Context: an optimization exercise on an open-source flow, tuned for small area, a short achievable clock period and few clock cycles per item. The choices shown serve that exercise and are no tape-out recipe.
Only simulation tests tie the RTL to the original design; equivalence was not proved.
No driver is modelled on the clock port, so clock power and skew are understated where the tree is cut down; a real chip needs a root buffer or a tree.
Power and IR drop assume default switching activity.

File: design.v
`timescale 1ns / 1ps
module fc_layer #(
    parameter IN_SIZE = 75,
    parameter OUT_SIZE = 10,
    parameter DATA_WIDTH = 16
)(
    input  wire clk,
    input  wire reset_n,
    input  wire start_fc,
    input  wire data_valid,
    input  wire signed [DATA_WIDTH-1:0] map_in_serial,
    input  wire signed [DATA_WIDTH-1:0] weight_serial,
    input  wire signed [DATA_WIDTH-1:0] bias_serial,
    output reg finish_fc,
    output reg signed [DATA_WIDTH-1:0] predict_out,
    output reg predict_out_valid
);
    localparam IDLE = 2'd0, LD_X = 2'd1, LD_W = 2'd2, LD_B = 2'd3;
    reg [1:0] phase;
    reg [6:0] cnt_i;      
    reg [3:0] cnt_o;      
    reg ring_en;          
    reg ring_ld;          
    reg en;               
    reg first;            
    reg first_d;          
    reg lastp;            
    reg push;             
    reg bv;               
    reg b9;               
    reg [15:0] d;         
    reg [7:0] neg, one, two;
    reg v_r;
    reg [1:0] ph_now;
    reg [6:0] ci_now;
    reg [3:0] co_now;
    wire last_i = (cnt_i == IN_SIZE-1);
    wire last_o = (cnt_o == OUT_SIZE-1);
    always @(*) begin
        ph_now = phase;
        ci_now = cnt_i;
        co_now = cnt_o;
        if (v_r) begin
            case (phase)
                LD_X: begin
                    ci_now = last_i ? 7'd0 : cnt_i + 7'd1;
                    if (last_i) ph_now = LD_W;
                end
                LD_W: begin
                    ci_now = last_i ? 7'd0 : cnt_i + 7'd1;
                    if (last_i) begin
                        co_now = last_o ? 4'd0 : cnt_o + 4'd1;
                        if (last_o) ph_now = LD_B;
                    end
                end
                LD_B: begin
                    co_now = last_o ? 4'd0 : cnt_o + 4'd1;
                    if (last_o) ph_now = IDLE;
                end
                default: ;
            endcase
        end
    end
    wire is_x = (ph_now == LD_X);
    wire is_w = (ph_now == LD_W);
    wire is_b = (ph_now == LD_B);
    always @(posedge clk or negedge reset_n) begin
        if (!reset_n) begin
            phase <= IDLE;
            cnt_i <= 7'd0;
            cnt_o <= 4'd0;
            v_r <= 1'b0;
            ring_en <= 1'b0;
            ring_ld <= 1'b0;
            en <= 1'b0;
            first <= 1'b0;
            first_d <= 1'b0;
            lastp <= 1'b0;
            push <= 1'b0;
            bv <= 1'b0;
            b9 <= 1'b0;
        end else begin
            ring_en <= data_valid && (is_x || is_w);
            ring_ld <= is_x;
            en <= data_valid && is_w;
            first <= data_valid && is_w && (ci_now == 7'd0);
            lastp <= data_valid && is_w && (ci_now == IN_SIZE-1) && (co_now != OUT_SIZE-1);
            push <= lastp;
            first_d <= first;
            bv <= data_valid && is_b;
            b9 <= (co_now == OUT_SIZE-1);
            if (start_fc) begin
                phase <= LD_X;
                cnt_i <= 7'd0;
                cnt_o <= 4'd0;
                v_r <= 1'b0;
            end else begin
                phase <= ph_now;
                cnt_i <= ci_now;
                cnt_o <= co_now;
                v_r <= data_valid && (ph_now != IDLE);
            end
        end
    end
    always @(posedge clk) begin
        predict_out_valid <= bv;
        finish_fc <= bv && b9;
    end
    always @(posedge clk) begin
        d <= is_x ? map_in_serial : bias_serial;
    end
    wire ld_w = data_valid && is_w;
    wire [16:0] wx = {weight_serial, 1'b0};
    integer b;
    always @(posedge clk)
        for (b = 0; b < 8; b = b + 1) begin
            neg[b] <= ld_w & wx[2*b+2];
            one[b] <= ld_w & (wx[2*b+1] ^ wx[2*b]);
            two[b] <= ld_w & ((wx[2*b+2] & ~wx[2*b+1] & ~wx[2*b]) | (~wx[2*b+2] & wx[2*b+1] & wx[2*b]));
        end
    reg [16*IN_SIZE-1:0] ring;
    wire [15:0] x = ring[15:0];
    always @(posedge clk)
        if (ring_en)
            ring <= {ring_ld ? d : x, ring[16*IN_SIZE-1:16]};
    wire pp1;
    wire pp2;
    wire pp3;
    wire pp4;
    wire pp5;
    wire pp6;
    wire pp7;
    wire pp8;
    wire pp9;
    wire pp10;
    wire pp11;
    wire pp12;
    wire pp13;
    wire pp14;
    wire pp15;
    wire pp16;
    wire pp17;
    wire pp18;
    wire pp19;
    wire pp20;
    wire pp21;
    wire pp22;
    wire pp23;
    wire pp24;
    wire pp25;
    wire pp26;
    wire pp27;
    wire pp28;
    wire pp29;
    wire pp30;
    wire pp31;
    wire pp32;
    wire pp33;
    wire pp34;
    wire pp35;
    wire pp36;
    wire pp37;
    wire pp38;
    wire pp39;
    wire pp40;
    wire pp41;
    wire pp42;
    wire pp43;
    wire pp44;
    wire pp45;
    wire pp46;
    wire pp47;
    wire pp48;
    wire pp49;
    wire pp50;
    wire pp51;
    wire pp52;
    wire pp53;
    wire pp54;
    wire pp55;
    wire pp56;
    wire pp57;
    wire pp58;
    wire pp59;
    wire pp60;
    wire pp61;
    wire pp62;
    wire pp63;
    wire pp64;
    wire pp65;
    wire pp66;
    wire pp67;
    wire pp68;
    wire pp69;
    wire pp70;
    wire pp71;
    wire pp72;
    wire pp73;
    wire pp74;
    wire pp75;
    wire pp76;
    wire pp77;
    wire pp78;
    wire pp79;
    wire pp80;
    wire pp81;
    wire pp82;
    wire pp83;
    wire pp84;
    wire pp85;
    wire pp86;
    wire pp87;
    wire pp88;
    wire pp89;
    wire pp90;
    wire pp91;
    wire pp92;
    wire pp93;
    wire pp94;
    wire pp95;
    wire pp96;
    wire pp97;
    wire pp98;
    wire pp99;
    wire pp100;
    wire pp101;
    wire pp102;
    wire pp103;
    wire pp104;
    wire pp105;
    wire pp106;
    wire pp107;
    wire pp108;
    wire pp109;
    wire pp110;
    wire pp111;
    wire pp112;
    wire pp113;
    wire pp114;
    wire pp115;
    wire pp116;
    wire pp117;
    wire pp118;
    wire pp119;
    wire pp120;
    wire pp121;
    wire pp122;
    wire pp123;
    wire pp124;
    wire pp125;
    wire pp126;
    wire pp127;
    wire pp128;
    wire pp129;
    wire pp130;
    wire pp131;
    wire pp132;
    wire pp133;
    wire pp134;
    wire s135;
    wire c136;
    wire s137;
    wire c138;
    wire s139;
    wire c140;
    wire s141;
    wire c142;
    wire s143;
    wire c144;
    wire s145;
    wire c146;
    wire s147;
    wire c148;
    wire s149;
    wire c150;
    wire s151;
    wire c152;
    wire s153;
    wire c154;
    wire s155;
    wire c156;
    wire s157;
    wire c158;
    wire s159;
    wire c160;
    wire s161;
    wire c162;
    wire s163;
    wire c164;
    wire s165;
    wire c166;
    wire s167;
    wire c168;
    wire s169;
    wire c170;
    wire s171;
    wire c172;
    wire s173;
    wire c174;
    wire s175;
    wire c176;
    wire s177;
    wire c178;
    wire s179;
    wire c180;
    wire s181;
    wire c182;
    wire s183;
    wire c184;
    wire s185;
    wire c186;
    wire s187;
    wire c188;
    wire s189;
    wire c190;
    wire s191;
    wire c192;
    wire s193;
    wire c194;
    wire s195;
    wire c196;
    wire s197;
    wire c198;
    wire s199;
    wire c200;
    wire s201;
    wire c202;
    wire s203;
    wire c204;
    wire s205;
    wire c206;
    wire s207;
    wire c208;
    wire s209;
    wire c210;
    wire s211;
    wire c212;
    wire s213;
    wire c214;
    wire s215;
    wire c216;
    wire s217;
    wire c218;
    wire s219;
    wire c220;
    wire s221;
    wire c222;
    wire s223;
    wire c224;
    wire s225;
    wire c226;
    wire s227;
    wire c228;
    wire s229;
    wire c230;
    wire s231;
    wire c232;
    wire s233;
    wire c234;
    wire s235;
    wire c236;
    wire s237;
    wire c238;
    wire s239;
    wire c240;
    wire s241;
    wire c242;
    wire s243;
    wire c244;
    wire s245;
    wire c246;
    wire s247;
    wire c248;
    wire s249;
    wire c250;
    wire s251;
    wire c252;
    wire s253;
    wire c254;
    wire s255;
    wire c256;
    wire s257;
    wire c258;
    wire s259;
    wire c260;
    wire s261;
    wire c262;
    wire s263;
    wire c264;
    wire s265;
    wire c266;
    wire s267;
    wire c268;
    wire s269;
    wire c270;
    wire s271;
    wire c272;
    wire s273;
    wire c274;
    wire s275;
    wire c276;
    wire s277;
    wire c278;
    wire s279;
    wire c280;
    wire s281;
    wire c282;
    wire s283;
    wire c284;
    wire s285;
    wire c286;
    wire s287;
    wire c288;
    wire s289;
    wire c290;
    wire s291;
    wire c292;
    wire s293;
    wire c294;
    wire s295;
    wire c296;
    wire s297;
    wire c298;
    wire s299;
    wire c300;
    wire s301;
    wire c302;
    wire s303;
    wire c304;
    wire s305;
    wire c306;
    wire s307;
    wire c308;
    wire s309;
    wire c310;
    wire s311;
    wire c312;
    wire s313;
    wire c314;
    wire s315;
    wire c316;
    wire s317;
    wire c318;
    wire s319;
    wire c320;
    wire s321;
    wire c322;
    wire s323;
    wire c324;
    wire s325;
    wire c326;
    wire s327;
    wire c328;
    wire s329;
    wire c330;
    wire s331;
    wire c332;
    wire s333;
    wire c334;
    wire s335;
    wire c336;
    wire s337;
    wire c338;
    wire s339;
    wire c340;
    wire s341;
    wire c342;
    wire s343;
    wire c344;
    assign pp1 = ((one[0] & x[0])) ^ neg[0];
    assign pp2 = ((one[0] & x[1]) | (two[0] & x[0])) ^ neg[0];
    assign pp3 = ((one[0] & x[2]) | (two[0] & x[1])) ^ neg[0];
    assign pp4 = ((one[0] & x[3]) | (two[0] & x[2])) ^ neg[0];
    assign pp5 = ((one[0] & x[4]) | (two[0] & x[3])) ^ neg[0];
    assign pp6 = ((one[0] & x[5]) | (two[0] & x[4])) ^ neg[0];
    assign pp7 = ((one[0] & x[6]) | (two[0] & x[5])) ^ neg[0];
    assign pp8 = ((one[0] & x[7]) | (two[0] & x[6])) ^ neg[0];
    assign pp9 = ((one[0] & x[8]) | (two[0] & x[7])) ^ neg[0];
    assign pp10 = ((one[0] & x[9]) | (two[0] & x[8])) ^ neg[0];
    assign pp11 = ((one[0] & x[10]) | (two[0] & x[9])) ^ neg[0];
    assign pp12 = ((one[0] & x[11]) | (two[0] & x[10])) ^ neg[0];
    assign pp13 = ((one[0] & x[12]) | (two[0] & x[11])) ^ neg[0];
    assign pp14 = ((one[0] & x[13]) | (two[0] & x[12])) ^ neg[0];
    assign pp15 = ((one[0] & x[14]) | (two[0] & x[13])) ^ neg[0];
    assign pp16 = ((one[0] & x[15]) | (two[0] & x[14])) ^ neg[0];
    assign pp17 = en & ~(((one[0] & x[15]) | (two[0] & x[15])) ^ neg[0]);
    assign pp18 = ((one[1] & x[0])) ^ neg[1];
    assign pp19 = ((one[1] & x[1]) | (two[1] & x[0])) ^ neg[1];
    assign pp20 = ((one[1] & x[2]) | (two[1] & x[1])) ^ neg[1];
    assign pp21 = ((one[1] & x[3]) | (two[1] & x[2])) ^ neg[1];
    assign pp22 = ((one[1] & x[4]) | (two[1] & x[3])) ^ neg[1];
    assign pp23 = ((one[1] & x[5]) | (two[1] & x[4])) ^ neg[1];
    assign pp24 = ((one[1] & x[6]) | (two[1] & x[5])) ^ neg[1];
    assign pp25 = ((one[1] & x[7]) | (two[1] & x[6])) ^ neg[1];
    assign pp26 = ((one[1] & x[8]) | (two[1] & x[7])) ^ neg[1];
    assign pp27 = ((one[1] & x[9]) | (two[1] & x[8])) ^ neg[1];
    assign pp28 = ((one[1] & x[10]) | (two[1] & x[9])) ^ neg[1];
    assign pp29 = ((one[1] & x[11]) | (two[1] & x[10])) ^ neg[1];
    assign pp30 = ((one[1] & x[12]) | (two[1] & x[11])) ^ neg[1];
    assign pp31 = ((one[1] & x[13]) | (two[1] & x[12])) ^ neg[1];
    assign pp32 = ((one[1] & x[14]) | (two[1] & x[13])) ^ neg[1];
    assign pp33 = ((one[1] & x[15]) | (two[1] & x[14])) ^ neg[1];
    assign pp34 = en & ~(((one[1] & x[15]) | (two[1] & x[15])) ^ neg[1]);
    assign pp35 = ((one[2] & x[0])) ^ neg[2];
    assign pp36 = ((one[2] & x[1]) | (two[2] & x[0])) ^ neg[2];
    assign pp37 = ((one[2] & x[2]) | (two[2] & x[1])) ^ neg[2];
    assign pp38 = ((one[2] & x[3]) | (two[2] & x[2])) ^ neg[2];
    assign pp39 = ((one[2] & x[4]) | (two[2] & x[3])) ^ neg[2];
    assign pp40 = ((one[2] & x[5]) | (two[2] & x[4])) ^ neg[2];
    assign pp41 = ((one[2] & x[6]) | (two[2] & x[5])) ^ neg[2];
    assign pp42 = ((one[2] & x[7]) | (two[2] & x[6])) ^ neg[2];
    assign pp43 = ((one[2] & x[8]) | (two[2] & x[7])) ^ neg[2];
    assign pp44 = ((one[2] & x[9]) | (two[2] & x[8])) ^ neg[2];
    assign pp45 = ((one[2] & x[10]) | (two[2] & x[9])) ^ neg[2];
    assign pp46 = ((one[2] & x[11]) | (two[2] & x[10])) ^ neg[2];
    assign pp47 = ((one[2] & x[12]) | (two[2] & x[11])) ^ neg[2];
    assign pp48 = ((one[2] & x[13]) | (two[2] & x[12])) ^ neg[2];
    assign pp49 = ((one[2] & x[14]) | (two[2] & x[13])) ^ neg[2];
    assign pp50 = ((one[2] & x[15]) | (two[2] & x[14])) ^ neg[2];
    assign pp51 = en & ~(((one[2] & x[15]) | (two[2] & x[15])) ^ neg[2]);
    assign pp52 = ((one[3] & x[0])) ^ neg[3];
    assign pp53 = ((one[3] & x[1]) | (two[3] & x[0])) ^ neg[3];
    assign pp54 = ((one[3] & x[2]) | (two[3] & x[1])) ^ neg[3];
    assign pp55 = ((one[3] & x[3]) | (two[3] & x[2])) ^ neg[3];
    assign pp56 = ((one[3] & x[4]) | (two[3] & x[3])) ^ neg[3];
    assign pp57 = ((one[3] & x[5]) | (two[3] & x[4])) ^ neg[3];
    assign pp58 = ((one[3] & x[6]) | (two[3] & x[5])) ^ neg[3];
    assign pp59 = ((one[3] & x[7]) | (two[3] & x[6])) ^ neg[3];
    assign pp60 = ((one[3] & x[8]) | (two[3] & x[7])) ^ neg[3];
    assign pp61 = ((one[3] & x[9]) | (two[3] & x[8])) ^ neg[3];
    assign pp62 = ((one[3] & x[10]) | (two[3] & x[9])) ^ neg[3];
    assign pp63 = ((one[3] & x[11]) | (two[3] & x[10])) ^ neg[3];
    assign pp64 = ((one[3] & x[12]) | (two[3] & x[11])) ^ neg[3];
    assign pp65 = ((one[3] & x[13]) | (two[3] & x[12])) ^ neg[3];
    assign pp66 = ((one[3] & x[14]) | (two[3] & x[13])) ^ neg[3];
    assign pp67 = ((one[3] & x[15]) | (two[3] & x[14])) ^ neg[3];
    assign pp68 = en & ~(((one[3] & x[15]) | (two[3] & x[15])) ^ neg[3]);
    assign pp69 = ((one[4] & x[0])) ^ neg[4];
    assign pp70 = ((one[4] & x[1]) | (two[4] & x[0])) ^ neg[4];
    assign pp71 = ((one[4] & x[2]) | (two[4] & x[1])) ^ neg[4];
    assign pp72 = ((one[4] & x[3]) | (two[4] & x[2])) ^ neg[4];
    assign pp73 = ((one[4] & x[4]) | (two[4] & x[3])) ^ neg[4];
    assign pp74 = ((one[4] & x[5]) | (two[4] & x[4])) ^ neg[4];
    assign pp75 = ((one[4] & x[6]) | (two[4] & x[5])) ^ neg[4];
    assign pp76 = ((one[4] & x[7]) | (two[4] & x[6])) ^ neg[4];
    assign pp77 = ((one[4] & x[8]) | (two[4] & x[7])) ^ neg[4];
    assign pp78 = ((one[4] & x[9]) | (two[4] & x[8])) ^ neg[4];
    assign pp79 = ((one[4] & x[10]) | (two[4] & x[9])) ^ neg[4];
    assign pp80 = ((one[4] & x[11]) | (two[4] & x[10])) ^ neg[4];
    assign pp81 = ((one[4] & x[12]) | (two[4] & x[11])) ^ neg[4];
    assign pp82 = ((one[4] & x[13]) | (two[4] & x[12])) ^ neg[4];
    assign pp83 = ((one[4] & x[14]) | (two[4] & x[13])) ^ neg[4];
    assign pp84 = ((one[4] & x[15]) | (two[4] & x[14])) ^ neg[4];
    assign pp85 = en & ~(((one[4] & x[15]) | (two[4] & x[15])) ^ neg[4]);
    assign pp86 = ((one[5] & x[0])) ^ neg[5];
    assign pp87 = ((one[5] & x[1]) | (two[5] & x[0])) ^ neg[5];
    assign pp88 = ((one[5] & x[2]) | (two[5] & x[1])) ^ neg[5];
    assign pp89 = ((one[5] & x[3]) | (two[5] & x[2])) ^ neg[5];
    assign pp90 = ((one[5] & x[4]) | (two[5] & x[3])) ^ neg[5];
    assign pp91 = ((one[5] & x[5]) | (two[5] & x[4])) ^ neg[5];
    assign pp92 = ((one[5] & x[6]) | (two[5] & x[5])) ^ neg[5];
    assign pp93 = ((one[5] & x[7]) | (two[5] & x[6])) ^ neg[5];
    assign pp94 = ((one[5] & x[8]) | (two[5] & x[7])) ^ neg[5];
    assign pp95 = ((one[5] & x[9]) | (two[5] & x[8])) ^ neg[5];
    assign pp96 = ((one[5] & x[10]) | (two[5] & x[9])) ^ neg[5];
    assign pp97 = ((one[5] & x[11]) | (two[5] & x[10])) ^ neg[5];
    assign pp98 = ((one[5] & x[12]) | (two[5] & x[11])) ^ neg[5];
    assign pp99 = ((one[5] & x[13]) | (two[5] & x[12])) ^ neg[5];
    assign pp100 = ((one[5] & x[14]) | (two[5] & x[13])) ^ neg[5];
    assign pp101 = ((one[5] & x[15]) | (two[5] & x[14])) ^ neg[5];
    assign pp102 = en & ~(((one[5] & x[15]) | (two[5] & x[15])) ^ neg[5]);
    assign pp103 = ((one[6] & x[0])) ^ neg[6];
    assign pp104 = ((one[6] & x[1]) | (two[6] & x[0])) ^ neg[6];
    assign pp105 = ((one[6] & x[2]) | (two[6] & x[1])) ^ neg[6];
    assign pp106 = ((one[6] & x[3]) | (two[6] & x[2])) ^ neg[6];
    assign pp107 = ((one[6] & x[4]) | (two[6] & x[3])) ^ neg[6];
    assign pp108 = ((one[6] & x[5]) | (two[6] & x[4])) ^ neg[6];
    assign pp109 = ((one[6] & x[6]) | (two[6] & x[5])) ^ neg[6];
    assign pp110 = ((one[6] & x[7]) | (two[6] & x[6])) ^ neg[6];
    assign pp111 = ((one[6] & x[8]) | (two[6] & x[7])) ^ neg[6];
    assign pp112 = ((one[6] & x[9]) | (two[6] & x[8])) ^ neg[6];
    assign pp113 = ((one[6] & x[10]) | (two[6] & x[9])) ^ neg[6];
    assign pp114 = ((one[6] & x[11]) | (two[6] & x[10])) ^ neg[6];
    assign pp115 = ((one[6] & x[12]) | (two[6] & x[11])) ^ neg[6];
    assign pp116 = ((one[6] & x[13]) | (two[6] & x[12])) ^ neg[6];
    assign pp117 = ((one[6] & x[14]) | (two[6] & x[13])) ^ neg[6];
    assign pp118 = ((one[6] & x[15]) | (two[6] & x[14])) ^ neg[6];
    assign pp119 = en & ~(((one[6] & x[15]) | (two[6] & x[15])) ^ neg[6]);
    assign pp120 = ((one[7] & x[0])) ^ neg[7];
    assign pp121 = ((one[7] & x[1]) | (two[7] & x[0])) ^ neg[7];
    assign pp122 = ((one[7] & x[2]) | (two[7] & x[1])) ^ neg[7];
    assign pp123 = ((one[7] & x[3]) | (two[7] & x[2])) ^ neg[7];
    assign pp124 = ((one[7] & x[4]) | (two[7] & x[3])) ^ neg[7];
    assign pp125 = ((one[7] & x[5]) | (two[7] & x[4])) ^ neg[7];
    assign pp126 = ((one[7] & x[6]) | (two[7] & x[5])) ^ neg[7];
    assign pp127 = ((one[7] & x[7]) | (two[7] & x[6])) ^ neg[7];
    assign pp128 = ((one[7] & x[8]) | (two[7] & x[7])) ^ neg[7];
    assign pp129 = ((one[7] & x[9]) | (two[7] & x[8])) ^ neg[7];
    assign pp130 = ((one[7] & x[10]) | (two[7] & x[9])) ^ neg[7];
    assign pp131 = ((one[7] & x[11]) | (two[7] & x[10])) ^ neg[7];
    assign pp132 = ((one[7] & x[12]) | (two[7] & x[11])) ^ neg[7];
    assign pp133 = ((one[7] & x[13]) | (two[7] & x[12])) ^ neg[7];
    assign pp134 = ((one[7] & x[14]) | (two[7] & x[13])) ^ neg[7];
    assign {c136, s135} = pp11 + pp26;
    assign {c138, s137} = pp12 + pp27;
    assign {c140, s139} = pp13 + pp28 + pp43;
    assign {c142, s141} = pp58 + pp73;
    assign {c144, s143} = pp14 + pp29 + pp44;
    assign {c146, s145} = pp59 + pp74;
    assign {c148, s147} = pp15 + pp30 + pp45;
    assign {c150, s149} = pp60 + pp75 + pp90;
    assign {c152, s151} = pp105 + pp120;
    assign {c154, s153} = pp16 + pp31 + pp46;
    assign {c156, s155} = pp61 + pp76 + pp91;
    assign {c158, s157} = pp106 + pp121;
    assign {c160, s159} = pp17 + pp32 + pp47;
    assign {c162, s161} = pp62 + pp77 + pp92;
    assign {c164, s163} = pp107 + pp122;
    assign {c166, s165} = pp33 + pp48 + pp63;
    assign {c168, s167} = pp78 + pp93 + pp108;
    assign {c170, s169} = pp34 + pp49 + pp64;
    assign {c172, s171} = pp79 + pp94;
    assign {c174, s173} = pp50 + pp65 + pp80;
    assign {c176, s175} = pp51 + pp66;
    assign {c178, s177} = pp7 + pp22;
    assign {c180, s179} = pp8 + pp23;
    assign {c182, s181} = pp9 + pp24 + pp39;
    assign {c184, s183} = pp54 + pp69;
    assign {c186, s185} = pp10 + pp25 + pp40;
    assign {c188, s187} = pp55 + pp70;
    assign {c190, s189} = s135 + pp41 + pp56;
    assign {c192, s191} = pp71 + pp86 + neg[5];
    assign {c194, s193} = c136 + s137 + pp42;
    assign {c196, s195} = pp57 + pp72 + pp87;
    assign {c198, s197} = c138 + s139 + s141;
    assign {c200, s199} = pp88 + pp103 + neg[6];
    assign {c202, s201} = c140 + c142 + s143;
    assign {c204, s203} = s145 + pp89 + pp104;
    assign {c206, s205} = c144 + c146 + s147;
    assign {c208, s207} = s149 + s151 + neg[7];
    assign {c210, s209} = c148 + c150 + c152;
    assign {c212, s211} = s153 + s155 + s157;
    assign {c214, s213} = c154 + c156 + c158;
    assign {c216, s215} = s159 + s161 + s163;
    assign {c218, s217} = c160 + c162 + c164;
    assign {c220, s219} = s165 + s167 + pp123;
    assign {c222, s221} = c166 + c168 + s169;
    assign {c224, s223} = s171 + pp109 + pp124;
    assign {c226, s225} = c170 + c172 + s173;
    assign {c228, s227} = pp95 + pp110 + pp125;
    assign {c230, s229} = c174 + s175 + pp81;
    assign {c232, s231} = pp96 + pp111 + pp126;
    assign {c234, s233} = c176 + pp67 + pp82;
    assign {c236, s235} = pp97 + pp112 + pp127;
    assign {c238, s237} = pp68 + pp83 + pp98;
    assign {c240, s239} = pp113 + pp128;
    assign {c242, s241} = pp84 + pp99 + pp114;
    assign {c244, s243} = pp85 + pp100;
    assign {c246, s245} = pp5 + pp20;
    assign {c248, s247} = pp6 + pp21;
    assign {c250, s249} = s177 + pp37 + pp52;
    assign {c252, s251} = c178 + s179 + pp38;
    assign {c254, s253} = c180 + s181 + s183;
    assign {c256, s255} = c182 + c184 + s185;
    assign {c258, s257} = c186 + c188 + s189;
    assign {c260, s259} = c190 + c192 + s193;
    assign {c262, s261} = c194 + c196 + s197;
    assign {c264, s263} = c198 + c200 + s201;
    assign {c266, s265} = c202 + c204 + s205;
    assign {c268, s267} = c206 + c208 + s209;
    assign {c270, s269} = c210 + c212 + s213;
    assign {c272, s271} = c214 + c216 + s217;
    assign {c274, s273} = c218 + c220 + s221;
    assign {c276, s275} = c222 + c224 + s225;
    assign {c278, s277} = c226 + c228 + s229;
    assign {c280, s279} = c230 + c232 + s233;
    assign {c282, s281} = c234 + c236 + s237;
    assign {c284, s283} = c238 + c240 + s241;
    assign {c286, s285} = c242 + s243 + pp115;
    assign {c288, s287} = c244 + pp101 + pp116;
    assign {c290, s289} = pp102 + pp117;
    assign {c292, s291} = pp3 + pp18;
    assign {c294, s293} = pp4 + pp19;
    assign {c296, s295} = s245 + pp35 + neg[2];
    assign {c298, s297} = c246 + s247 + pp36;
    assign {c300, s299} = c248 + s249 + neg[3];
    assign {c302, s301} = c250 + s251 + pp53;
    assign {c304, s303} = c252 + s253 + neg[4];
    assign {c306, s305} = c254 + s255 + s187;
    assign {c308, s307} = c256 + s257 + s191;
    assign {c310, s309} = c258 + s259 + s195;
    assign {c312, s311} = c260 + s261 + s199;
    assign {c314, s313} = c262 + s263 + s203;
    assign {c316, s315} = c264 + s265 + s207;
    assign {c318, s317} = c266 + s267 + s211;
    assign {c320, s319} = c268 + s269 + s215;
    assign {c322, s321} = c270 + s271 + s219;
    assign {c324, s323} = c272 + s273 + s223;
    assign {c326, s325} = c274 + s275 + s227;
    assign {c328, s327} = c276 + s277 + s231;
    assign {c330, s329} = c278 + s279 + s235;
    assign {c332, s331} = c280 + s281 + s239;
    assign {c334, s333} = c282 + s283 + pp129;
    assign {c336, s335} = c284 + s285 + pp130;
    assign {c338, s337} = c286 + s287 + pp131;
    assign {c340, s339} = c288 + s289 + pp132;
    assign {c342, s341} = c290 + pp118 + pp133;
    assign {c344, s343} = pp119 + pp134;
    reg [28:0] pp_s, pp_c;
    always @(posedge clk) begin
        pp_s <= {c342, c340, c338, c336, c334, c332, c330, c328, c326, c324, c322, c320, c318, c316, c314, c312, c310, c308, c306, c304, c302, c300, c298, c296, c294, c292, s291, pp2, pp1};
        pp_c <= {s343, s341, s339, s337, s335, s333, s331, s329, s327, s325, s323, s321, s319, s317, s315, s313, s311, s309, s307, s305, s303, s301, s299, s297, s295, s293, neg[1], 1'b0, neg[0]};
    end
    reg [28:0] acc;
    wire [28:0] acc_in = first_d ? 29'd1638400 : acc;
    wire [28:0] t_s = acc_in ^ pp_s ^ pp_c;
    wire [28:0] t_c = (acc_in & pp_s) | (acc_in & pp_c) | (pp_s & pp_c);
    wire [28:0] sum = t_s + {t_c[27:0], 1'b0};    
    always @(posedge clk)
        acc <= sum;
    reg [16*(OUT_SIZE-1)-1:0] psum;
    always @(posedge clk)
        if (push || bv)
            psum <= {sum[28:13], psum[16*(OUT_SIZE-1)-1:16]};
    always @(posedge clk)
        predict_out <= psum[15:0] + d;
endmodule
File: flow/run.sh
#!/bin/bash
# Standard ORFS layout (the standard.sh: ORFS synthesis and steps).
# Differences:
# - synthesis skips Yosys's early "abc -fast" (SYNTH_ARGS=-noabc), so the
#   full adders written out in the RTL are extracted without inverters
#   between them; registers (names and cells) are the same as the standard
#   synthesis, and ORFS's own ABC mapping still runs;
# - the resizer's repair_timing is asked for a setup margin, so it works on
#   paths well below the 15 ns period; ABC maps for a shorter period;
# - ports get buf_1 buffers (the resizer upsizes them where timing needs it);
# - CTS inserts no dummy loads;
set -euo pipefail
VARS=(SYNTH_ARGS=-noabc SETUP_SLACK_MARGIN=11.2 ABC_CLOCK_PERIOD_IN_PS=3800
  "BUFFER_PORTS_ARGS=-buffer_cell sky130_fd_sc_hd__buf_1"
  "CTS_ARGS=-sink_clustering_enable -repair_clock_nets -sink_clustering_size 30 -sink_clustering_max_diameter 100 -dont_use_dummy_load")
bash standard.sh "${VARS[@]}" cts > standard_flow_cts.log 2>&1
ODB=orfs/results/sky130hd/fc_layer/base/4_cts.odb CLK_PORT=clk \
  openroad -no_init -exit flow/noroot.tcl > noroot.log 2>&1
bash standard.sh "${VARS[@]}" finish > standard_flow_finish.log 2>&1
File: flow/noroot.tcl
read_db $::env(ODB)
set block [ord::get_db_block]
set clkport [$block findBTerm $::env(CLK_PORT)]
set clknet [$clkport getNet]
set its [$clknet getITerms]
puts "noroot: clock port net [$clknet getName] has [llength $its] cell pins"
if {[llength $its] != 1} { puts "noroot: unexpected, leaving the tree as it is"; exit 0 }
set rootA [lindex $its 0]
set root [$rootA getInst]
set master [[$root getMaster] getName]
if {![string match "sky130_fd_sc_hd__clkbuf_*" $master]} { puts "noroot: root is $master, leaving"; exit 0 }
set rootX [$root findITerm X]
set net0 [$rootX getNet]
set sinks {}
foreach it [$net0 getITerms] {
  if {[$it getInst] ne $root} { lappend sinks $it }
}
puts "noroot: root [$root getName] ($master) drives [llength $sinks] pins"
if {[llength $sinks] > 4 || [llength [$net0 getBTerms]] > 0} { puts "noroot: too many, leaving"; exit 0 }
foreach it $sinks {
  set m [[[$it getInst] getMaster] getName]
  if {![string match "sky130_fd_sc_hd__clkbuf_*" $m]} { puts "noroot: sink is $m, leaving"; exit 0 }
}
foreach it $sinks {
  $it disconnect
  $it connect $clknet
}
$rootA disconnect
$rootX disconnect
odb::dbInst_destroy $root
odb::dbNet_destroy $net0
puts "noroot: clock port now drives [llength [$clknet getITerms]] pins"
write_db $::env(ODB)
File: standard.sh
#!/bin/bash
# synth_recipe.tcl (not shown) runs the flow's synth.tcl, then flattens the netlist and writes it again
# the make line also repeats each setting of config.mk as NAME=value (left out here)
make -C /OpenROAD-flow-scripts/flow DESIGN_CONFIG=/design/flow/config.mk WORK_HOME=/design/flow/orfs CLKGATE_MAP_FILE= SYNTH_SCRIPT=/design/flow/synth_recipe.tcl "${@:-finish}"
File: config.mk
export PLATFORM = sky130hd
export DESIGN_NAME = fc_layer
export DESIGN_NICKNAME = fc_layer
export VERILOG_FILES = /design/flow/design.v
export SDC_FILE = /design/flow/constraint.sdc
export NUM_CORES = 4
export LEC_CHECK = 0
export CAP_MARGIN = 20
export CORE_MARGIN = 2
export CORE_UTILIZATION = 65
export CTS_CLUSTER_DIAMETER = 100
export CTS_CLUSTER_SIZE = 30
export PLACE_DENSITY = 0.82
export SLEW_MARGIN = 20
export SYNTH_MEMORY_MAX_BITS = 16384
File: constraint.sdc
create_clock -name core_clock -period 15.0 [get_ports {clk}]
set_input_delay 3.0000 -clock core_clock [delete_from_list [all_inputs] [get_ports {clk}]]
set_output_delay 3.0000 -clock core_clock [all_outputs]
set_load 0.01 [all_outputs]
==> metrics list, run 1 <==
- For this run, the leading register cell type out of synthesis is sky130_fd_sc_hd__edfxtp_1.
* Detailed-routing iteration count for the pre-antenna-repair pass: 7
- Critical path launch point type: flip-flop
- Post-route worst setup slack: about 11 ns
- Seq/Total Area, Yosys: between 80% and 90%
- The internal power of the cells totals ~0.0056 W.
- Derived from the worst setup path, the maximum achievable clock frequency is 254.3 MHz.
- The critical path goes through buf_6.
- Worst Tran Pin Value: about 1.1 ns
- Summing all multi-input logic gate instances after layout gives a little over 0.008 mm^2.
- Between clock sinks in the finished design, the worst skew comes to a little over 0.09 ns.
- Entering global routing, the biggest net connects around 230 pins.
- RR Startpoint: one[1]$_DFF_P_
* Placeable core region: around 0.08 mm^2
- Crit path max-delay family: flip-flops
- In this run the worst path has a maximum fanout of 1.
* Via count of the first global-routing pass: 21075
- The routed design uses roughly 37 mm of met2 wire.
* Power density normalized to cell area: around 120 mW/mm^2
* Sequential power share: 69.8%
- The HPWL after detailed placement is roughly 46 mm.
- CP Data Required Time: approximately 12 ns
- Share of cells above drive strength 1: under 10%
- Antenna Violating Nets Remaining: 0
- CTS Hold Buffers Added: 0
* Slowest stage delay, CP: between 0.3 and 0.4 ns
- The flow ran to the end and the layout has no timing, DRC or antenna violations.
* Area growth syn-to-layout: 6.000%
- The final count of pins violating max slew is 0.
* Diode insertion count for antenna repair: 0
* Total setup violations reported at the end of the flow: 0
* Period Utilization, post-route: between 20% and 30%
* Worst setup timing slack at the placement stage: a little over 10 ns
- Number of synthesized flops with an enable pin: approximately 1300
* Topmost layer with routed signal wires: met4
- STA puts the critical path data arrival time at approximately 0.93 ns.
* Number of buffer and inverter stages on the critical path: 1
- Most frequent standard cell in the layout excluding fill and tap cells: sky130_fd_sc_hd__edfxtp_1
- 70 I/O pins were placed.
- For this design, the slowest cell found on the critical path is sky130_fd_sc_hd__dfxtp_2.
- In this run the cell area of the synthesized design comes to around 0.052 mm^2.
- Die Y: roughly 290 um
- The initial utilization of the core area, before any placement, comes to between 60% and 70%.
* Fraction of synthesis flops using an asynchronous set or reset pin: between 1.5 and 2%
- In the final timing run, aggregate negative setup slack is 0 ns.
* Synth cell types: 55
* Number of input and output port buffers inserted: 69
* Max-slew headroom: between 20% and 30%
- Hold Path Class: reg -> reg
- For this run, the number of Yosys warnings is 1.
* Total vias in the final route: approximately 21000
- Post-route DRC: 0
- Hold is met by roughly 0.37 ns.
* Min-Delay Startpoint: first$_DFF_PN0_
- In this run the core area contains about 100 standard-cell rows.
* Number of clock sinks: 1511
- Setup repair after global routing could not meet its margin everywhere.
- Number of nets produced by synthesis: 2734
- The floorplan step defined a die boundary enclosing a little over 0.08 mm^2.
* Grt total ovfl: 0
- Dividing the detail-routed via count by the number of cells gives just under 6.
- Per report_power, the clock group accounts for 25.1% of the total.
- Source of the critical timing path: finish_fc$_DFF_P_
* Wire length after detailed routing: between 70 and 80 mm
- Across the run, the number of max-cap violations was 0.
* Switching portion of total power: around 20%
- Count of nets after finishing: 2800
- In the layout the commonest cells are 1344 x sky130_fd_sc_hd__edfxtp_1, 165 x sky130_fd_sc_hd__xnor2_1, 136 x sky130_fd_sc_hd__dfxtp_1.
* Routed length on met3: 5.837 mm
- Wire length of the first global-routing pass: 119.7 mm
- Measured along the x axis, the die boundary spans approximately 290 um.
- The analysis attributes to cell leakage a power of approximately 18 nW.
- Net switching power figure: approximately 0.0014 W
* Global-route usage over all layers: approximately a fifth
- The clock reaches the later pin of the worst-skew pair after 0.48 ns.
- Endpoint type of the worst setup path: primary output
- Routed len/inst: approximately 22 um
- After the first detailed-routing iteration, the DRC count stood at around 2300.
* Gate Count Post-Synth: approximately 2500
- Category of the critical setup timing path: reg -> out
* Total chip power: 0.006918 W
* Area taken by flip-flops and latches: 0.04383 mm^2
* Number of fill cells in the layout: approximately 4900
* Worst vdd ir: approximately 0.085 mV
- The final count of hold timing violations came to 0.
- Clock-pin slew of the registers on the worst-case setup and hold paths: 0.11 ns
* Average size of a mapped cell: ~21 um^2
- In this run, the combinational gates consume 5.2% of the power.
- The number of antenna violations at the first check in global routing was 3.
- GP Congestion: around 0.86
- Metal1 wirelength: about 35 mm
* Final period demand of the worst path: 3.933 ns
- Synthesis inferred 1511 register bits.
Yosys cell counts, types with 9 or more instances:
cell	number	area, um^2
sky130_fd_sc_hd__edfxtp_1	1344	40360
sky130_fd_sc_hd__xnor2_1	165	1445
sky130_fd_sc_hd__dfxtp_1	144	2883
sky130_fd_sc_hd__a22oi_1	120	900.9
sky130_fd_sc_hd__fa_1	113	2262
sky130_fd_sc_hd__clkbuf_1	84	315.3
sky130_fd_sc_hd__ha_1	75	938.4
sky130_fd_sc_hd__a21oi_1	49	245.2
sky130_fd_sc_hd__nor2_1	46	172.7
sky130_fd_sc_hd__nand2_1	36	135.1
sky130_fd_sc_hd__mux2_2	33	371.6
sky130_fd_sc_hd__o21ai_0	33	165.2
sky130_fd_sc_hd__nor2b_1	31	193.9
sky130_fd_sc_hd__dfrtp_1	23	575.6
sky130_fd_sc_hd__xor2_1	22	192.7
sky130_fd_sc_hd__inv_1	18	67.56
sky130_fd_sc_hd__a21o_1	17	127.6
sky130_fd_sc_hd__and3_1	14	87.58
sky130_fd_sc_hd__and2_1	10	62.56
sky130_fd_sc_hd__nand3_1	9	45.04
registers in the layout, indices dropped and copies added (netlist names), 2 cells and up:
register and count:
pp_s 29, cnt_o 4, two 8, cnt_i 7, phase 2, d 16, one 8, predict_out 16
neg 8, acc 29, psum 144, pp_c 28, ring 1200
per-layer routing:
layer	vias up	GRT usage (%)
li1	9502	-
met1	10941	28.71
met2	721	29.25
met3	122	3.859
met4	0	4.313
met5	-	0
worst paths after layout:
| kind | slack, ns | to | cells after the start |
|---|---|---|---|
| max | 11.07 | finish_fc | 1 |
| min | 0.37 | first_d$_DFF_PN0_ | 0 |
| max reg2reg | 11.21 | pp_c[18]$_DFF_P_ | 7 |
| min reg2reg | 0.37 | first_d$_DFF_PN0_ | 0 |
| max in group asynchronous | 12.25 | ring_en$_DFF_PN0_ | 2 |
| min in group asynchronous | 2.48 | cnt_i[1]$_DFF_PN0_ | 2 |
per-stage QoR:
stage                     util (%)  instance area (um^2)  instances
after floorplan                  -                 52340       2494
after global placement       67.17                 53840       3560
after detailed placement     67.17                 53840       3560
after CTS                    69.07                 55370       3617
after global routing         69.21                 55480       3618
final                        69.21                 55480       3618
cell families after synthesis:
group / Yosys count / share of synthesized area (%)
fa+ha+maj: 188 / 6.115
xor+xnor: 187 / 3.129
simple gates: 204 / 2.113
flops: 1511 / 83.72
compound gates: 267 / 3.466
mux: 33 / 0.7100
buf+inv: 104 / 0.7459
area by class of cell:
cell class	count	share of cell area (%)
sequential	1511	79.01
inverter	18	0.1218
tap	1060	2.391
multi-input combinational	879	14.79
clock buffer	55	2.481
timing repair buffer	95	1.207
power groups by stage:
stage / registers, W / clock network (W) / logic (W)
2_1_floorplan: 0.00499 / 0 / 0.000199
3_3_place_gp: 0.00491 / 0 / 0.000326
3_5_place_dp: 0.00492 / 0 / 0.000341
4_1_cts: 0.00483 / 0.00183 / 0.000349
5_1_grt: 0.00484 / 0.00191 / 0.000396
6_report: 0.00483 / 0.00173 / 0.000358
repair_timing:
action | in CTS | in global routing
resized for setup | 35 | 23
pin swaps | 0 | 1
endpoints found under the setup margin | 277 | 283
setup buffers | 0 | 1
gates cloned | 1 | 1
Testbench counts, summed over its fixed seeds: cycles 53,568, images 64.
==> run 2, diff against run 1 <==
--- a/flow/run.sh
+++ b/flow/run.sh
@@ -12,7 +12,7 @@
 set -euo pipefail
 VARS=(SYNTH_ARGS=-noabc SETUP_SLACK_MARGIN=11.2 ABC_CLOCK_PERIOD_IN_PS=3800
   "BUFFER_PORTS_ARGS=-buffer_cell sky130_fd_sc_hd__buf_1"
-  "CTS_ARGS=-sink_clustering_enable -repair_clock_nets -sink_clustering_size 30 -sink_clustering_max_diameter 100 -dont_use_dummy_load")
+  "CTS_ARGS=-sink_clustering_enable -repair_clock_nets -sink_clustering_size 26 -sink_clustering_max_diameter 90 -dont_use_dummy_load")
 bash standard.sh "${VARS[@]}" cts > standard_flow_cts.log 2>&1
 ODB=orfs/results/sky130hd/fc_layer/base/4_cts.odb CLK_PORT=clk \
   openroad -no_init -exit flow/noroot.tcl > noroot.log 2>&1
--- a/config.mk
+++ b/config.mk
@@ -8,8 +8,8 @@
 export CAP_MARGIN = 20
 export CORE_MARGIN = 2
 export CORE_UTILIZATION = 65
-export CTS_CLUSTER_DIAMETER = 100
-export CTS_CLUSTER_SIZE = 30
-export PLACE_DENSITY = 0.82
+export CTS_CLUSTER_DIAMETER = 90
+export CTS_CLUSTER_SIZE = 26
+export PLACE_DENSITY = 0.75
 export SLEW_MARGIN = 20
 export SYNTH_MEMORY_MAX_BITS = 16384
==> run 2 against run 1 <==
Register-to-register slack improved by 0.11 ns. Total power rose by 3.1%. Largest power group unchanged. Sequential power barely moved. Non-clock buffer count rose by 8. Final cell count rose by 0.61%. Clock power rose by 13%. Setup slack got worse by 0.12 ns. Critical path depth did not move. Synthesized cell count did not move. Clock-buffer cell count rose by 14. Wire length fell by 1.4%.
==> metrics list, run 2 <==
- Run status: timing/DRC/antenna clean
- The largest total area in the synthesized netlist belongs to sky130_fd_sc_hd__edfxtp_1.
- Leading cell types by total area after synthesis: sky130_fd_sc_hd__edfxtp_1 77%, sky130_fd_sc_hd__dfxtp_1 5.5%, sky130_fd_sc_hd__fa_1 4.3%
* Worst Tran Pin Value: 1.054 ns (-0.04895 ns)
- Summed instance area of the synthesized netlist: 0.05234 mm^2 (unchanged)
* Placeable core region: 0.08016 mm^2 (unchanged)
* CTS Root Cell: sky130_fd_sc_hd__clkbuf_16
* Most frequent cell after synthesis: sky130_fd_sc_hd__edfxtp_1
* Count of nets after finishing: 2822 (+0.79%)
- Via count of the first global-routing pass: 21283 (+0.99%)
* Wire length of the first global-routing pass: 120.2 mm (+0.42%)
- Final sum of negative setup slack: 0 ns (unchanged)
- Number of endpoints with negative hold slack in the final report: 0 (unchanged)
- Final period demand of the worst path: 4.055 ns (+0.1220 ns)
- The synthesized instance count is 2494 (unchanged).
- Max-slew headroom: 29.70% (+3.3 points)
- The sequential-to-total area share from yosys stat was 83.72% (unchanged).
- Critical path launch point type: flip-flop
* Synth cell types: 55 (unchanged)
- On the critical path the largest part of the delay comes from flip-flops.
- Number of buffer and inverter stages on the critical path: 1 (unchanged)
- Total setup violations reported at the end of the flow: 0 (unchanged)
- Clock buffers created by TritonCTS: 69
* Proportion of netlist area held by the largest area contributor: 77.11% (unchanged)
- Category of the critical setup timing path: reg -> out
* Post-route DRC: 0 (unchanged)
* Number of synthesis warnings: 1 (unchanged)
* Global-route usage over all layers: 19.02% (+0.041 points)
- The number of vias per cell after detailed routing was 5.852 (-0.53%).
- H-tree level count: 3
- Slowest stage cell on the critical path: sky130_fd_sc_hd__dfxtp_2
- Slowest stage delay, CP: 0.33 ns (about the same)
- Detailed-routing iteration count for the pre-antenna-repair pass: 6 (-1)
* CTS Hold Buffers Added: 0 (unchanged)
- Std-Cell Rows: 104 (unchanged)
- The synthesized area per cell was 20.99 um^2 (unchanged).
- In the final layout, the registers with the most flip-flops are ring (1200), psum (144).
- The routed via count is 21303 (+0.080%).
- The number of antenna violations at the first check in global routing was 8 (+5).
* Number of nets produced by synthesis: 2734 (unchanged)
- The proportion of layout cells with a drive suffix above 1 was 7.829% (+0.91 points).
- The clock-pin slew on the worst setup and hold paths was 0.10 ns (about the same).
- Largest register by flop count: ring
- Max cap viols: 0 (unchanged)
- In this run the worst hold path is classified as reg -> reg.
- Wire length after detailed routing: 78.47 mm (-1.4%)
- The CTS sink count is 1511 (unchanged).
- The signal arrival time at the worst endpoint came to 1.05 ns (+0.12 ns).
- The largest voltage drop on the vdd net came to 0.1016 mV (+20%).
* Maximum number of pins on one net before global-route repair: 230 (+1.3%)
* Highest clock frequency the design can meet: 246.6 MHz (-3.0%)
- The cell leakage power came to 18.04 nW (+0.96%).
- The initial cell density of the core is 65.29% (unchanged).
* Maximum buffer depth of the clock tree: 3
* Initial DRC Count: 1984 (-15%)
- The global-route congestion overflow total came to 0 (unchanged).
* Power density normalized to cell area: 127.7 mW/mm^2 (+2.4%)
- From synthesis to final layout, the design area changed by 6.699%.
- The number of flip-flops under the largest register name came to 1200 (unchanged).
- Post-Route Skew: 0.07463 ns (-0.01720 ns)
- Hold slack final: 0.3570 ns (-0.01431 ns)
- Setup repair after global routing could not meet its margin everywhere.
* Number of max-slew violations in the final report: 0 (unchanged)
- Width of the die: 287.8 um (unchanged)
* CP Data Required Time: 12.00 ns (about the same)
- The total I/O pin count is 70 (unchanged).
- The routability congestion estimate from global placement came to 0.8798 (+2.7%).
* CP cell instances: buf_6
* Antenna Violating Nets Remaining: 0 (unchanged)
- Endpoint type of the worst setup path: primary output
* Number of input and output port buffers inserted: 69 (unchanged)
- Die Y: 287.8 um (unchanged)
- The insertion delay to the later sink of the worst-skew pair was 0.63 ns (+0.15 ns).
- Die area: 0.08281 mm^2 (unchanged)
- The number of enable flip-flop cells after synthesis was 1344 (unchanged).
- In the synthesized netlist the dominant register cell turns out to be sky130_fd_sc_hd__edfxtp_1.
- The detailed-route wire length per cell is 21.56 um (-2.0%).
- TritonCTS built the clock tree.
- Top cells by instance count after synthesis: 1344 x sky130_fd_sc_hd__edfxtp_1, 165 x sky130_fd_sc_hd__xnor2_1, 144 x sky130_fd_sc_hd__dfxtp_1
* Yosys reg bits: 1511 (unchanged)
- The antenna cell count is 0 (unchanged).
- The async set or reset register ratio after synthesis is 1.522% (unchanged).
- HPWL Detailed: 44.45 mm (-2.7%)
- Leaving out fill and tap cells, the most frequent cells in the layout are 1344 x sky130_fd_sc_hd__edfxtp_1, 165 x sky130_fd_sc_hd__xnor2_1, 136 x sky130_fd_sc_hd__dfxtp_1.
* Worst Path Max Fanout: 1 (unchanged)
- Period Utilization, post-route: 27.03% (+0.81 points)
* Most frequent standard cell in the layout excluding fill and tap cells: sky130_fd_sc_hd__edfxtp_1
==> run 2: cell counts after synthesis <==
Identical to the previous run, type by type.
==> run 2: worst paths after layout <==
kind                                        start             endpoint  slack, ns  depth (start not counted)
max                        predict_out[6]$_DFF_P_       predict_out[6]      10.95                          1
min                               lastp$_DFF_PN0_       push$_DFF_PN0_       0.36                          0
max reg2reg                     first_d$_DFF_PN0_  psum[143]$_DFFE_PP_      11.32                         12
min reg2reg                       lastp$_DFF_PN0_       push$_DFF_PN0_       0.36                          0
max in group asynchronous                 reset_n    first_d$_DFF_PN0_      12.37                          2
min in group asynchronous                 reset_n      lastp$_DFF_PN0_       2.35                          2
==> run 2: worst reg2reg max path: cells and delay by family (launching register included) <==
family | cells | cell delay (ns)
fa+ha+maj | 2 | 0.86
xor+xnor | 1 | 0.10
simple gates | 3 | 0.88
flops | 1 | 0.51
compound gates | 4 | 0.77
buf+inv | 2 | 0.31
==> run 2: area by class of cell <==
type | instances | area, um^2
well taps | 1060 | 1326
inverters | 18 | 67.56
multi-input cells | 879 | 8219
flip-flops and latches | 1511 | 43830
fillers | 4858 | 24310
repair buffers | 103 | 669.4
clock buffers | 69 | 1727
==> run 2: layer usage <==
| layer | wire (um) | vias to the layer above | GRT usage (%) |
|---|---|---|---|
| met1 | 35540 | 10972 | 29.25 |
| met5 | 13 | - | 0 |
| met2 | 35410 | 657 | 28.03 |
| met4 | 1772 | 2 | 4.922 |
| met3 | 5732 | 116 | 4.572 |
| li1 | - | 9556 | - |
==> run 2: cell families after synthesis <==
family	Yosys count	synth area share [%]
flip-flops	1511	83.72
AND/OR/NAND/NOR	204	2.113
multiplexers	33	0.7100
XOR/XNOR	187	3.129
adder cells (fa/ha/maj)	188	6.115
buffers and inverters	104	0.7459
AO/OA/AOI/OAI	267	3.466
==> run 2: power breakdown <==
| part | total [W] | leakage (nW) | switching (W) | internal, W |
|---|---|---|---|---|
| clock | 0.00196 | 0.850 | 0.00113 | 0.000828 |
| combinational | 0.000352 | 4.01 | 0.000225 | 0.000127 |
| sequential | 0.00482 | 13.2 | 0.0000563 | 0.00477 |
| total | 0.00713 | 18.0 | 0.00141 | 0.00572 |
==> run 2: stage by stage <==
stage	std cells	total power (W)	setup WS [ns]	util (%)	area, um^2
2_1_floorplan	2494	0.005187	6.178	-	52340
3_3_place_gp	3565	0.005224	10.45	67.17	53840
3_5_place_dp	3565	0.005252	10.27	67.17	53840
4_1_cts	3634	0.007205	10.89	69.40	55630
5_1_grt	3640	0.007390	10.87	69.67	55840
6_report	3640	0.007131	10.95	69.67	55840
==> run 2: repair_timing <==
item | in CTS | in global routing
buffers inserted | 0 | 5
endpoints found under the setup margin | 342 | 241
pin swaps | 0 | 4
gates resized for setup | 30 | 32
==> run 3, diff against run 2 <==
--- a/flow/run.sh
+++ b/flow/run.sh
@@ -7,12 +7,12 @@
 #   synthesis, and ORFS's own ABC mapping still runs;
 # - the resizer's repair_timing is asked for a setup margin, so it works on
 #   paths well below the 15 ns period; ABC maps for a shorter period;
-# - ports get buf_1 buffers (the resizer upsizes them where timing needs it);
+# - ports get buf_2 buffers (the resizer upsizes them where timing needs it);
 # - CTS inserts no dummy loads;
 set -euo pipefail
 VARS=(SYNTH_ARGS=-noabc SETUP_SLACK_MARGIN=11.2 ABC_CLOCK_PERIOD_IN_PS=3800
-  "BUFFER_PORTS_ARGS=-buffer_cell sky130_fd_sc_hd__buf_1"
-  "CTS_ARGS=-sink_clustering_enable -repair_clock_nets -sink_clustering_size 26 -sink_clustering_max_diameter 90 -dont_use_dummy_load")
+  "BUFFER_PORTS_ARGS=-buffer_cell sky130_fd_sc_hd__buf_2"
+  "CTS_ARGS=-sink_clustering_enable -repair_clock_nets -sink_clustering_size 30 -sink_clustering_max_diameter 100 -dont_use_dummy_load")
 bash standard.sh "${VARS[@]}" cts > standard_flow_cts.log 2>&1
 ODB=orfs/results/sky130hd/fc_layer/base/4_cts.odb CLK_PORT=clk \
   openroad -no_init -exit flow/noroot.tcl > noroot.log 2>&1
--- a/config.mk
+++ b/config.mk
@@ -8,8 +8,8 @@
 export CAP_MARGIN = 20
 export CORE_MARGIN = 2
 export CORE_UTILIZATION = 65
-export CTS_CLUSTER_DIAMETER = 90
-export CTS_CLUSTER_SIZE = 26
+export CTS_CLUSTER_DIAMETER = 100
+export CTS_CLUSTER_SIZE = 30
 export PLACE_DENSITY = 0.75
 export SLEW_MARGIN = 20
 export SYNTH_MEMORY_MAX_BITS = 16384
==> run 3 against run 2 <==
Sequential share of layout area is 0.34 points higher. Largest cell class unchanged. Combinational power is 3% higher. Cell area is 0.43% lower. Non-clock buffer count is 5 lower. Register-to-register slack worse by 0.04 ns. First-iteration DRC count is 22% higher. Worst hold slack hardly changed. Sequential cell count stayed put. Die area stayed put. Global-route usage is 0.33 points higher. Clock-buffer cell count is 12 lower. Synthesized area stayed put.
==> metrics list, run 3 <==
* Placeable core region: 0.08016 mm^2 (unchanged)
* Run status: timing/DRC/antenna clean
- CP Data Required Time: 12.00 ns (about the same)
* Number of synthesis warnings: 1 (unchanged)
- HPWL Detailed: 45.86 mm (+3.2%)
* Worst Path Max Fanout: 1 (unchanged)
* Endpoint type of the worst setup path: primary output
- Slowest stage cell on the critical path: sky130_fd_sc_hd__dfxtp_1
- Final period demand of the worst path: 3.945 ns (-0.1095 ns)
- Switching portion of total power: 19.81% (+0.052 points)
- Number of nets produced by synthesis: 2734 (unchanged)
- Via density: 5.857 (about the same)
* CP cell instances: buf_2
- Leading cell types by total area after synthesis: sky130_fd_sc_hd__edfxtp_1 77%, sky130_fd_sc_hd__dfxtp_1 5.5%, sky130_fd_sc_hd__fa_1 4.3%
* Number of max-slew violations in the final report: 0 (unchanged)
- Max-slew headroom: 28.47% (-1.2 points)
- Gate Count Post-Synth: 2494 (unchanged)
- Static power due to leakage: 18.05 nW (about the same)
- Yosys reg bits: 1511 (unchanged)
* Count of nets after finishing: 2805 (-0.60%)
- Via count of the first global-routing pass: 21213 (-0.33%)
- The number of buffer and inverter instances along the worst setup path is 1 (unchanged).
* Combinational group share of total power: 5.2% (+0.3 points)
- Grouping stages by cell kind, the critical path spends the most delay in flip-flops.
* Proportion of netlist area held by the largest area contributor: 77.11% (unchanged)
- In the final layout, the registers with the most flip-flops are ring (1200), psum (144).
* Width of the die: 287.8 um (unchanged)
- Number of synthesized flops with an enable pin: 1344 (unchanged)
* Fraction of synthesis flops using an asynchronous set or reset pin: 1.522% (unchanged)
* Seq/Total Area, Yosys: 83.72% (unchanged)
* Highest clock frequency the design can meet: 253.5 MHz (+2.8%)
* Final sum of negative setup slack: 0 ns (unchanged)
- The worst clock skew came to 0.08446 ns (+0.009827 ns).
* Maximum number of pins on one net before global-route repair: 212 (-7.8%)
- The internal power is 0.005579 W (-2.5%).
* Max cap viols: 0 (unchanged)
* Worst Tran Pin Value: 1.071 ns (+0.01698 ns)
- Clock-pin slew of the registers on the worst-case setup and hold paths: 0.11 ns (about the same)
- The height of the die is 287.8 um (unchanged).
* Sequential power share: 69.4% (+1.7 points)
- Category of the critical setup timing path: reg -> out
- The path class of the tightest hold or removal check is reg -> reg.
* Total chip power: 0.006957 W (-2.4%)
- The wire length after detailed routing was 80.85 mm (+3.0%).
- The die footprint was 0.08281 mm^2 (unchanged).
- Critical path launch point type: flip-flop
- Summed instance area of the synthesized netlist: 0.05234 mm^2 (unchanged)
- The violation count after the first detailed-route iteration came to 2419 (+22%).
* Flip-flop count of the largest register after layout: 1200 (unchanged)
- Routed len/inst: 22.29 um (+3.4%)
* Total vias in the final route: 21245 (-0.27%)
- The power dissipated by switching net loads is 0.001378 W (-2.2%).
- Average size of a mapped cell: 20.99 um^2 (unchanged)
- Slowest stage delay, CP: 0.33 ns (about the same)
- Std-Cell Rows: 104 (unchanged)
- Number of input and output port buffers inserted: 69 (unchanged)
- The final count of hold timing violations was 0 (unchanged).
- Grt total ovfl: 0 (unchanged)
- The CTS sink count is 1511 (unchanged).
- Detailed-routing iteration count for the pre-antenna-repair pass: 6 (unchanged)
- The power density over the cells was 125.1 mW/mm^2 (-2.0%).
- The global-route wire length before repair is 122.3 mm (+1.8%).
- Top cells by instance count after synthesis: 1344 x sky130_fd_sc_hd__edfxtp_1, 165 x sky130_fd_sc_hd__xnor2_1, 144 x sky130_fd_sc_hd__dfxtp_1
- Number of fill cells in the layout: 4921 (+1.3%)
- The number of buffers inserted by hold repair at cts is 0 (unchanged).
* Worst vdd ir: 0.09160 mV (-9.8%)
* Share of cells above drive strength 1: 9.091% (+1.3 points)
- The clock network power share came to 25.5% (-1.9 points).
- GP Congestion: 0.8256 (-6.2%)
* Synth cell types: 55 (unchanged)
* Most frequent cell after synthesis: sky130_fd_sc_hd__edfxtp_1
- Commonest cells after routing, fill and taps aside: 1344 x sky130_fd_sc_hd__edfxtp_1, 165 x sky130_fd_sc_hd__xnor2_1, 132 x sky130_fd_sc_hd__dfxtp_1
- Commonest register cell after synthesis: sky130_fd_sc_hd__edfxtp_1
* Setup repair after global routing missed its margin: true
* Most frequent standard cell in the layout excluding fill and tap cells: sky130_fd_sc_hd__edfxtp_1
* Global-route usage over all layers: 19.35% (+0.33 points)
* Largest register by flop count: ring
* Library cell occupying the most area in the post-synthesis netlist: sky130_fd_sc_hd__edfxtp_1
* Antenna Violating Nets Remaining: 0 (unchanged)
* Post-route DRC: 0 (unchanged)
* Area growth syn-to-layout: 6.239%
- CP Data Arrival Time: 0.95 ns (-0.10 ns)
* Total setup violations reported at the end of the flow: 0 (unchanged)
- Clock latency of the later-clocked register in the worst-skew pair: 0.49 ns (-0.14 ns)
- The initial cell density of the core was 65.29% (unchanged).
* I/O pins: 70 (unchanged)
- The final worst-path cycle share is 26.30% (-0.73 points).
* Antenna violations before repair: 0 (-8)
==> run 3: path summary, 6_finish.rpt <==
path                                            from                 to  slack, ns  cells past startpoint
hold reg to reg                      first$_DFF_PN0_  first_d$_DFF_PN0_       0.36                      0
hold / removal                       first$_DFF_PN0_  first_d$_DFF_PN0_       0.36                      0
setup / recovery           predict_out_valid$_DFF_P_  predict_out_valid      11.05                      1
max in group asynchronous                    reset_n  first_d$_DFF_PN0_      12.08                      1
setup reg to reg                      two[1]$_DFF_P_   pp_c[18]$_DFF_P_      11.28                      7
min in group asynchronous                    reset_n       b9$_DFF_PN0_       2.47                      1
==> run 3: per-stage QoR <==
stage                     setup WS (ns)  hold slack (ns)  area, um^2  instances  util (%)
after floorplan                   6.178           0.3290       52340       2494         -
after global placement            10.54           0.3383       53910       3562     67.25
after detailed placement          10.45           0.3394       53910       3562     67.25
after CTS                         10.83           0.3543       55480       3621     69.22
after global routing              11.01           0.3479       55590       3623     69.36
final                             11.05           0.3568       55600       3627     69.37
==> run 3: layout make-up <==
class	instances	area, um^2	share of cell area [%]
Clock buffer	57	1426	2.565
Tap cell	1060	1326	2.385
Timing Repair Buffer	98	742.0	1.334
Multi-Input combinational cell	879	8195	14.74
Inverter	18	67.56	0.1215
Antenna cell	4	10.01	0.01800
Sequential cell	1511	43840	78.84
==> run 3: repair_timing <==
action	in CTS	in global routing
endpoints found under the hold margin	0	0
pin swaps	0	1
endpoints found under the setup margin	342	214
setup buffers	0	3
cloned	1	0
resized for setup	24	23
==> run 3: power by group through the flow <==
stage	clock, W	combinational, W	sequential [W]
floorplan	0	0.000199	0.00499
global placement	0	0.000331	0.00491
detailed placement	0	0.000343	0.00492
CTS	0.00186	0.000350	0.00483
global route	0.00196	0.000398	0.00484
finish	0.00177	0.000361	0.00483
==> run 3: kinds of logic (layout without fill, tap and decap cells) <==
family | count (synthesis) | after routing | share of synthesized area, %
simple gates | 204 | 204 | 2.113
fa+ha+maj | 188 | 188 | 6.115
xor+xnor | 187 | 187 | 3.129
mux | 33 | 33 | 0.7100
buf+inv | 104 | 173 | 0.7459
flops | 1511 | 1511 | 83.72
other cells | 0 | 4 | 0
compound gates | 267 | 267 | 3.466
==> run 3: metal layers <==
metal	global-route usage (%)	share of wire (%)	up-vias
met5	0	0	-
met4	4.741	2.3	0
met3	2.314	5.4	116
met2	30.12	47	630
met1	30.02	45	10976
li1	-	-	9523
==> run 4, diff against run 3 <==
--- a/flow/run.sh
+++ b/flow/run.sh
@@ -7,11 +7,11 @@
 #   synthesis, and ORFS's own ABC mapping still runs;
 # - the resizer's repair_timing is asked for a setup margin, so it works on
 #   paths well below the 15 ns period; ABC maps for a shorter period;
-# - ports get buf_2 buffers (the resizer upsizes them where timing needs it);
+# - ports get buf_1 buffers (the resizer upsizes them where timing needs it);
 # - CTS inserts no dummy loads;
 set -euo pipefail
-VARS=(SYNTH_ARGS=-noabc SETUP_SLACK_MARGIN=11.2 ABC_CLOCK_PERIOD_IN_PS=3800
-  "BUFFER_PORTS_ARGS=-buffer_cell sky130_fd_sc_hd__buf_2"
+VARS=(SYNTH_ARGS=-noabc SETUP_SLACK_MARGIN=11.15 ABC_CLOCK_PERIOD_IN_PS=3800
+  "BUFFER_PORTS_ARGS=-buffer_cell sky130_fd_sc_hd__buf_1"
   "CTS_ARGS=-sink_clustering_enable -repair_clock_nets -sink_clustering_size 30 -sink_clustering_max_diameter 100 -dont_use_dummy_load")
 bash standard.sh "${VARS[@]}" cts > standard_flow_cts.log 2>&1
 ODB=orfs/results/sky130hd/fc_layer/base/4_cts.odb CLK_PORT=clk \
--- a/config.mk
+++ b/config.mk
@@ -7,9 +7,9 @@
 export LEC_CHECK = 0
 export CAP_MARGIN = 20
 export CORE_MARGIN = 2
-export CORE_UTILIZATION = 65
+export CORE_UTILIZATION = 60.0
 export CTS_CLUSTER_DIAMETER = 100
 export CTS_CLUSTER_SIZE = 30
-export PLACE_DENSITY = 0.75
+export PLACE_DENSITY = 0.7
 export SLEW_MARGIN = 20
 export SYNTH_MEMORY_MAX_BITS = 16384
==> run 4 against run 3 <==
Cell area about the same. Largest cell class unchanged. Clock skew decreased by 0.025 ns. Synthesized area unchanged. Clock-buffer cell count decreased by 2. Final cell count increased by 2.5%. Setup slack improved by 0.017 ns. Sequential power about the same. Clock power decreased by 3%. Worst hold slack about the same. Sequential cell count unchanged. Critical path type unchanged. Critical path depth unchanged. Maximum frequency increased by 0.44%.
==> metrics list, run 4 <==
- The initial cell density of the core came to 60.42% (-4.9 points).
* Max-slew headroom: 28.91% (+0.44 points)
- The violation count after the first detailed-route iteration was 2203 (-8.9%).
* Via count of the first global-routing pass: 20412 (-3.8%)
* Antenna violations before repair: 6 (+6)
- Number of input and output port buffers inserted: 69 (unchanged)
- Maximum number of pins on one net before global-route repair: 233 (+9.9%)
* Post-Route Skew: 0.05897 ns (-0.02549 ns)
* Max cap viols: 0 (unchanged)
- Hold path depth: 0 (unchanged)
- Category of the critical setup timing path: reg -> out
* Endpoint type of the worst setup path: primary output
- CP Data Arrival Time: 0.93 ns (-0.02 ns)
- Setup repair after global routing missed its margin: true
- Wire length of the first global-routing pass: 115.6 mm (-5.5%)
- On the critical path the largest part of the delay comes from flip-flops.
- Critical path launch point type: flip-flop
- Total vias in the final route: 21042 (-0.96%)
- Slowest stage delay, CP: 0.34 ns (about the same)
- The clock network power share came to 24.9% (-0.6 points).
- Switching portion of total power: 19.46% (-0.35 points)
- The number of vias per cell after detailed routing was 5.663 (-3.3%).
- The residual DRC count came to 0 (unchanged).
- Hold Path Class: reg -> reg
- The library cell used most frequently in the layout, excluding fill and tap cells, is sky130_fd_sc_hd__edfxtp_1.
- Number of nets produced by synthesis: 2734 (unchanged)
- The power dissipated by switching net loads is 0.001341 W (-2.7%).
* Reg-to-reg critical path endpoint: psum[143]$_DFFE_PP_
- Global-route usage over all layers: 16.40% (-2.9 points)
- The number of placement rows was 108 (+3.8%).
- The largest total area in the synthesized netlist belongs to sky130_fd_sc_hd__edfxtp_1.
* Worst Path Max Fanout: 1 (unchanged)
- The synthesized area per cell came to 20.99 um^2 (unchanged).
- Count of nets after finishing: 2803 (-0.071%)
- The routability congestion estimate from global placement is 0.8306 (+0.61%).
* Placeable core region: 0.08662 mm^2 (+8.1%)
* HPWL Detailed: 43.75 mm (-4.6%)
* Power density normalized to cell area: 124.0 mW/mm^2 (-0.90%)
- Wire length after detailed routing: 74.59 mm (-7.7%)
- Worst Tran Pin Value: 1.066 ns (-0.005155 ns)
- The final cell utilization of the core came to 64.18% (-5.2 points).
- Slack of the worst reg-to-reg path: 11.34 ns (+0.06 ns)
- Worst vdd ir: 0.1292 mV (+41%)
* Share of cells above drive strength 1: 7.029% (-2.1 points)
- Leading cell types by total area after synthesis: sky130_fd_sc_hd__edfxtp_1 77%, sky130_fd_sc_hd__dfxtp_1 5.5%, sky130_fd_sc_hd__fa_1 4.3%
- The flow ran to the end and the layout has no timing, DRC or antenna violations.
- ring holds more flip-flops than any other register.
- CTS Hold Buffers Added: 0 (unchanged)
- RR Startpoint: first_d$_DFF_PN0_
[run 4: logic make-up (layout without fill, tap and decap cells)]
family | after synthesis | count (layout) | synth area share [%]
AOI/OAI and AO/OA | 267 | 267 | 3.466
xor gates and xnor gates | 187 | 187 | 3.129
adders and majority gates | 188 | 188 | 6.115
buffers and inverters | 104 | 171 | 0.7459
DFF | 1511 | 1511 | 83.72
muxes | 33 | 33 | 0.7100
and+or+nand+nor | 204 | 204 | 2.113
[run 4: worst register-to-register path: stages, from the launching register on]
cell and delay, ns:
sky130_fd_sc_hd__dfrtp_1 0.39, sky130_fd_sc_hd__buf_6 0.18, sky130_fd_sc_hd__nor2b_1 0.17, sky130_fd_sc_hd__fa_1 0.45, sky130_fd_sc_hd__ha_2 0.34, sky130_fd_sc_hd__a21o_1 0.20
sky130_fd_sc_hd__or3_4 0.36, sky130_fd_sc_hd__o2111ai_4 0.27, sky130_fd_sc_hd__a21oi_2 0.14, sky130_fd_sc_hd__or4b_1 0.58, sky130_fd_sc_hd__a31oi_2 0.23, sky130_fd_sc_hd__xnor2_1 0.10
[run 4: per-layer routing]
metal / global-route usage, % / vias up / share of wire, %
met5: 0 / - / 0
met4: 3.952 / 0 / 2.1
met3: 2.073 / 85 / 5.3
met2: 22.93 / 496 / 43
met1: 27.84 / 10950 / 50
li1: - / 9511 / -
[run 4: worst max-delay path by stage]
stage          slack [ns]                       from                 to  cells after the start
3_5_place_dp        10.38                 data_valid    lastp$_DFF_PN0_                      6
6_report            11.07          finish_fc$_DFF_P_          finish_fc                      1
4_1_cts             10.82  predict_out_valid$_DFF_P_  predict_out_valid                      1
3_3_place_gp        10.42                 data_valid    lastp$_DFF_PN0_                      6
2_1_floorplan        6.18          ring_en$_DFF_PN0_  ring[0]$_DFFE_PP_                      0
5_1_grt             11.03  predict_out_valid$_DFF_P_  predict_out_valid                      1
[run 4: area by class of cell]
type | instances | area, um^2
clock buffer | 55 | 1376
fill | 5778 | 31030
inverter | 18 | 67.56
multi-input combinational | 879 | 8185
sequential | 1511 | 43840
tap | 1155 | 1445
timing repair buffer | 98 | 680.7
[run 4: what timing repair did]
item                                    CTS  global route
endpoints found under the setup margin  107           243
pin swaps                                 0             2
buffers inserted                          0             1
gates resized for setup                  38            21
[run 4: power groups by stage]
stage	Combinational (W)	Sequential [W]	Clock [W]
floorplan	0.000199	0.00499	0
global placement	0.000328	0.00491	0
detailed placement	0.000339	0.00492	0
CTS	0.000347	0.00482	0.00183
global route	0.000395	0.00484	0.00193
finish	0.000356	0.00482	0.00172
[run 4: through the flow]
stage / std cells / hold slack [ns] / setup WS [ns] / power, W / area (um^2)
floorplan: 2494 / 0.3290 / 6.178 / 0.005187 / 52340
global placement: 3658 / 0.3374 / 10.42 / 0.005239 / 53960
detailed placement: 3658 / 0.3356 / 10.38 / 0.005255 / 53960
CTS: 3714 / 0.3599 / 10.82 / 0.007001 / 55450
global route: 3716 / 0.3674 / 11.03 / 0.007157 / 55590
finish: 3716 / 0.3566 / 11.07 / 0.006893 / 55590

Check on run 4: ideal ports give 11.072 ns setup slack; a clkbuf_16 on the clock port and buf_2 on the inputs give 10.946 ns; moving port delays by the midpoint clock arrival (0.574 ns) as well gives 10.740 ns.
